Background: an optimization exercise with open tools, aiming at small area. Do not read the settings as production practice.
At most, simulation tests tie the RTL to the original design; equivalence was not proved.
The clock port is modelled as an ideal driver; clocking choices that lean on that would not hold on a real chip.
Power is estimated from default activity; no workload was simulated.

==> flow/design.v <==
`timescale 1ns / 1ps
module ackerchip (
  input  wire        clock,
  input  wire        reset,                    
  input  wire        rs232_Data_out_valid,
  input  wire [7:0]  rs232_Data_out,
  input  wire        rs232_Ready_for_Data_in,
  output wire        rs232_Data_in_valid,
  output wire [7:0]  rs232_Data_in,
  input  wire        adc_Data_out_valid,
  input  wire [13:0] adc_Data_out_ch0,
  input  wire [13:0] adc_Data_out_ch1,
  output wire        oc_rotation_on,
  output wire        oc_power,
  output wire        oc_action,
  output wire        pwm_out
);
reg  [7:0] count;
reg        pwm_q;
reg  [7:0] distance;
reg        power;
reg pwm_gt;
integer gi;
always @(*) begin
  pwm_gt = 1'b0;
  for (gi = 0; gi < 8; gi = gi + 1)
    pwm_gt = count[gi] ? (distance[gi] & pwm_gt) : (distance[gi] | pwm_gt);
end
always @(posedge clock) begin
  if (reset == 1'b0) count <= 8'd0;
  else               count <= count + 8'd1;
  pwm_q <= pwm_gt & power;
end
assign pwm_out = pwm_q;
reg F;
always @(posedge clock)
  if (reset == 1'b0)  F <= 1'b1;
  else if (count[2])  F <= 1'b0;
wire intro = F & (count[2:0] == 3'd0);    
wire first = F & (count[2:0] != 3'd0);    
wire [1:0] s = count[1:0] - 2'd1;          
reg [16:0] T0, T1, T2, T3;
reg [3:0]  K0, K1, K2, K3;
reg        D0, D1, D2, D3;                
reg        set_v;                          
wire [3:0] set_k;
wire [1:0] set_s;
reg  [7:0] delay;
wire       delay_done = (delay == 8'd0);
reg  [1:0] da_st;                          
wire       da_ready = ~da_st[1];
wire [3:0]  ho = T0[16:13];
wire [12:0] hi = T0[12:0];
wire hi_z = (hi == 13'd0);
wire ho_z = (ho == 4'd0);
wire tdone = hi_z & ho_z;
wire sample = ~F & adc_Data_out_valid & da_ready & tdone & delay_done;
reg [12:0] ldef, ldef1;
always @(*) begin
  case (s)
    2'd0: begin ldef = 13'd5360; ldef1 = 13'd2528; end    
    2'd1: begin ldef = 13'd5493; ldef1 = 13'd2795; end    
    2'd2: begin ldef = 13'd2402; ldef1 = 13'd4805; end    
    default: begin ldef = 13'd1378; ldef1 = 13'd2757; end  
  endcase
end
wire hi_fb = (hi[12] ^ hi[11] ^ hi[10] ^ hi[9] ^ hi[8] ^ hi[1]) & (hi[11:0] != 12'd0);
wire [12:0] hi_step = {hi[11:0], hi_fb};
wire wrap = hi_z & ~ho_z;
wire [12:0] i_dec = hi_step | (wrap ? 13'd7905 : 13'd0);    
wire [3:0]  o_dec = wrap ? ho - 4'd1 : ho;
wire [16:0] t_new = first ? {4'd0, ldef1}
                          : ({o_dec, i_dec} | (sample ? (D0 ? {4'd0, ldef} : {K0, 13'd0}) : 17'd0));
wire [1:0] wslot = set_s - count[1:0];
wire w0 = set_v & (wslot == 2'd0);
wire w1 = set_v & (wslot == 2'd1);
wire w2 = set_v & (wslot == 2'd2);
wire w3 = set_v & (wslot == 2'd3);
always @(posedge clock) begin
  T0 <= T1; T1 <= T2; T2 <= T3; T3 <= t_new;
  K0 <= w0 ? set_k : K1;
  K1 <= w1 ? set_k : K2;
  K2 <= w2 ? set_k : K3;
  K3 <= w3 ? set_k : K0;
  if (reset == 1'b0) begin
    D0 <= 1'b1; D1 <= 1'b1; D2 <= 1'b1; D3 <= 1'b1;
  end else begin
    D0 <= ~w0 & D1;
    D1 <= ~w1 & D2;
    D2 <= ~w2 & D3;
    D3 <= ~w3 & D0;
  end
  delay <= (intro | sample) ? 8'd35 : {delay[6:0], (delay[7] ^ delay[5] ^ delay[4] ^ delay[3]) & (delay[6:0] != 7'd0)};   
end
reg [13:0] sdata;
reg [1:0]  stype;
reg        tx_valid;
reg [7:0]  tx_data;
wire [5:0] t6 = sdata[13:8];
wire t6_z  = (t6 == 6'd0);
wire send0 = (da_st == 2'd3) & rs232_Ready_for_Data_in;
wire send1 = (da_st == 2'd2) & rs232_Ready_for_Data_in & t6_z;
always @(posedge clock) begin
  if (sample) begin
    sdata <= s[0] ? adc_Data_out_ch1 : adc_Data_out_ch0;
    stype <= s;
  end else if (send0)
    sdata[13:8] <= 6'd10;
  else if (da_st == 2'd2)
    sdata[13:8] <= {t6[4:0], (t6[5] ^ t6[4]) & (t6[4:0] != 5'd0)};
  if (reset == 1'b0) begin
    da_st    <= 2'd0;
    tx_valid <= 1'b0;
    tx_data  <= 8'd0;
  end else begin
    case (da_st)
      2'd0: da_st <= sample ? 2'd1 : 2'd0;
      2'd1: da_st <= 2'd3;
      2'd3: da_st <= rs232_Ready_for_Data_in ? 2'd2 : 2'd3;
      default: da_st <= send1 ? 2'd0 : 2'd2;
    endcase
    tx_valid <= send0 | send1;
    if (send0)      tx_data <= {stype, sdata[13:8]};
    else if (send1) tx_data <= sdata[7:0];
  end
end
assign rs232_Data_in_valid = tx_valid;
assign rs232_Data_in       = tx_data;
reg        last_valid;
reg        rot;
reg  [1:0] q;
reg  [4:0] pump_time;
reg  [12:0] X;
reg  [7:0] last_pos;
reg        action;
wire rx   = rs232_Data_out_valid & ~last_valid;
assign set_k = X[8:5];
assign set_s = X[10:9];
wire [7:0] d = rs232_Data_out;
wire b0   = (q == 2'd0);
wire b1   = (q == 2'd1);
wire b2   = (q == 2'd3);
wire pump = (q == 2'd2) & ~rot;
wire pt_z = (pump_time == 5'd0);
wire px_z = (X[10:0] == 11'd0);
wire at_target = (last_pos == X[12:5]);
wire rt_e = (X[4:0] == 5'b00001);
wire px_fb = (X[10] ^ X[8]) & (X[9:0] != 10'd0);
wire [10:0] px_step = {X[9:0], px_fb} | (px_z ? 11'd13 : 11'd0);
always @(posedge clock) begin
  if (~q[1])
    X <= {d, 5'b00010};
  else if (q[0])
    X[4:0] <= 5'b00010;
  else if (rot) begin
    if (at_target) X[10:0] <= 11'd13;
    else           X[4:0]  <= {X[3:0], X[4] ^ X[2]};
  end else
    X[10:0] <= px_step;
  if (b0)
    pump_time <= d[4:0];
  else if (pump & px_z)                     
    pump_time <= pump_time - 5'd1;
  if (q[0]) distance <= d;                  
  if (reset == 1'b0) begin
    last_valid <= 1'b0;
    rot        <= 1'b0;
    q          <= 2'd0;
    last_pos   <= 8'd0;
    action     <= 1'b0;
    power      <= 1'b0;
    set_v      <= 1'b0;
  end else begin
    last_valid <= rs232_Data_out_valid;
    set_v      <= b0 & rx & (d[7:6] == 2'b01);
    power      <= pump & ~pt_z;
    if (b0)
      action <= rx & (d[7:5] == 3'b001);
    else if (pump & pt_z)
      action <= 1'b0;
    if (rot & rt_e & ~at_target) last_pos <= last_pos + 8'd1;
    case (q)
      2'd0: if (rx & (d[7:6] == 2'b00)) q <= 2'd1;
      2'd1: if (rx) q <= 2'd3;
      2'd3: if (rx) begin q <= 2'd2; rot <= 1'b1; end
      default:
        if (rot) begin
          if (at_target) rot <= 1'b0;
        end else if (pt_z) q <= 2'd0;
    endcase
  end
end
assign oc_rotation_on = rot;
assign oc_power       = power;
assign oc_action      = action;
endmodule
==> flow/config.mk <==
export PLATFORM = sky130hd
export DESIGN_NAME = ackerchip
export DESIGN_NICKNAME = ackerchip
export VERILOG_FILES = /design/flow/design.v
export SDC_FILE = /design/flow/constraint.sdc
export NUM_CORES = 4
export LEC_CHECK = 0
export CAP_MARGIN = 20
export CORE_MARGIN = 2
export CORE_UTILIZATION = 60
export CTS_BUF_LIST = sky130_fd_sc_hd__clkbuf_8
export PLACE_DENSITY = 0.7
export SLEW_MARGIN = 20
==> flow/constraint.sdc <==
create_clock -name core_clock -period 10.0 [get_ports {clock}]
set_input_delay 2.0000 -clock core_clock [delete_from_list [all_inputs] [get_ports {clock}]]
set_output_delay 2.0000 -clock core_clock [all_outputs]
set_load 0.01 [all_outputs]
standard.sh (not shown) runs the stock make flow with config.mk's settings and CLKGATE_MAP_FILE= SYNTH_SCRIPT=/design/flow/synth_recipe.tcl, a recipe that flattens the netlist after the stock synthesis.
==> flow/flow/run.sh <==
#!/bin/bash
# Own layout flow: the standard flow (standard synthesis unchanged), with
#  - the port buffers made from buf_1 cells,
#  - clock tree synthesis without dummy loads, and each clock buffer then
#    sized down to the smallest size that keeps its sinks' clock slew within
#    CTS_SINK_SLEW_MAX (flow/post_cts.tcl).
# make's output goes to flow_make.log in this folder; each tool's full output
# is in the ORFS logs under orfs/logs.
set -euo pipefail
HERE=$(pwd)
export BUFFER_PORTS_ARGS="-buffer_cell sky130_fd_sc_hd__buf_1"
export CTS_ARGS="-sink_clustering_enable -repair_clock_nets -dont_use_dummy_load -buf_list sky130_fd_sc_hd__clkbuf_8"
export POST_CTS_TCL="$HERE/flow/post_cts.tcl"
export CTS_SINK_SLEW_MAX=0.125
bash standard.sh > "$HERE/flow_make.log" 2>&1
==> flow/flow/post_cts.tcl <==
# After clock tree synthesis: give each clock buffer the smallest size whose
# sinks still see a clock edge of at most CTS_SINK_SLEW_MAX (ns, with
# placement parasitics), then legalize the placement again.
set sizes {sky130_fd_sc_hd__clkbuf_2 sky130_fd_sc_hd__clkbuf_4 sky130_fd_sc_hd__clkbuf_8 sky130_fd_sc_hd__clkbuf_16}
proc worst_sink_slew { inst } {
  set out [get_pins -of_objects $inst -filter "direction==output"]
  set worst 0
  foreach p [get_pins -of_objects [get_nets -of_objects $out] -filter "direction==input"] {
    set s [get_property $p slew_max]
    if { $s > $worst } { set worst $s }
  }
  return $worst
}
set limit $::env(CTS_SINK_SLEW_MAX)
estimate_parasitics -placement
set bufs {}
foreach inst [get_cells *] {
  if { [string match "sky130_fd_sc_hd__clkbuf_*" [get_property $inst ref_name]] } { lappend bufs $inst }
}
foreach inst $bufs {
  set orig [get_property $inst ref_name]
  set chosen ""
  foreach size $sizes {
    replace_cell $inst $size
    estimate_parasitics -placement
    set w [worst_sink_slew $inst]
    foreach p [get_pins -of_objects [get_nets -of_objects [get_pins -of_objects $inst -filter "direction==output"]] -filter "direction==input"] {
      set c [get_cells -of_objects $p]
      if { [string match "sky130_fd_sc_hd__clkbuf_*" [get_property $c ref_name]] } {
        set w2 [worst_sink_slew $c]
        if { $w2 > $w } { set w $w2 }
      }
    }
    if { $w <= $limit } { set chosen $size; break }
  }
  if { $chosen eq "" } { set chosen $orig; replace_cell $inst $orig }
  puts "clock buffer [get_property $inst full_name]: $orig -> $chosen"
}
estimate_parasitics -placement
detailed_placement
check_placement -verbose
estimate_parasitics -placement
Edit:
--- a/flow/design.v
+++ b/flow/design.v
@@ -57,18 +57,18 @@
 wire sample = ~F & adc_Data_out_valid & da_ready & tdone & delay_done;
 reg [12:0] ldef, ldef1;
 always @(*) begin
   case (s)
-    2'd0: begin ldef = 13'd5360; ldef1 = 13'd2528; end    
-    2'd1: begin ldef = 13'd5493; ldef1 = 13'd2795; end    
-    2'd2: begin ldef = 13'd2402; ldef1 = 13'd4805; end    
-    default: begin ldef = 13'd1378; ldef1 = 13'd2757; end  
+    2'd0: begin ldef = 13'd2353; ldef1 = 13'd4707; end    
+    2'd1: begin ldef = 13'd1574; ldef1 = 13'd3149; end    
+    2'd2: begin ldef = 13'd7127; ldef1 = 13'd6063; end    
+    default: begin ldef = 13'd5175; ldef1 = 13'd2159; end  
   endcase
 end
-wire hi_fb = (hi[12] ^ hi[11] ^ hi[10] ^ hi[9] ^ hi[8] ^ hi[1]) & (hi[11:0] != 12'd0);
+wire hi_fb = (hi[12] ^ hi[3] ^ hi[2] ^ hi[0]) & (hi[11:0] != 12'd0);
 wire [12:0] hi_step = {hi[11:0], hi_fb};
 wire wrap = hi_z & ~ho_z;
-wire [12:0] i_dec = hi_step | (wrap ? 13'd7905 : 13'd0);    
+wire [12:0] i_dec = hi_step | (wrap ? 13'd676 : 13'd0);    
 wire [3:0]  o_dec = wrap ? ho - 4'd1 : ho;
 wire [16:0] t_new = first ? {4'd0, ldef1}
                           : ({o_dec, i_dec} | (sample ? (D0 ? {4'd0, ldef} : {K0, 13'd0}) : 17'd0));
 wire [1:0] wslot = set_s - count[1:0];
Clock power rose by a few percent. Utilization is lower by 0.10 points. Cell count hardly moves. Die area rises slightly. Cell area barely changes.
Function not checked in the second run of this note: the RTL went through the layout flow alone.

[static timing again, ports no longer ideal]
The flow's constraints put no driver on any port. The routed layouts listed below were extracted and timed again, unchanged, in two steps. Step 1 assumes that a clkbuf_16 drives the clock port and a buf_2 every other input. Step 2 also shifts input and output timing later by t, the mid clock arrival at the registers, as if the neighbouring blocks saw the same clock. Three values: ideal, step 1, step 2; two values: the first two.
| run | t, ns | slack for setup (ns) | hold WS [ns] | clock arrival spread, ns | worst slew at a driven data input, ns |
|---|---|---|---|---|---|
| the first run | 0.450 | 6.933 / 6.899 / 6.525 | 0.294 / 0.294 / 0.294 | 0.037 / 0.036 | 0.03 |
| the second run | 0.455 | 6.413 / 6.421 / 5.966 | 0.297 / 0.297 / 0.297 | 0.033 / 0.032 | 0.03 |
After both steps setup and hold are still met in every run listed. For the second run, which loses most, drivers alone change the setup slack by +0.008 ns; drivers and shift together by -0.447 ns.
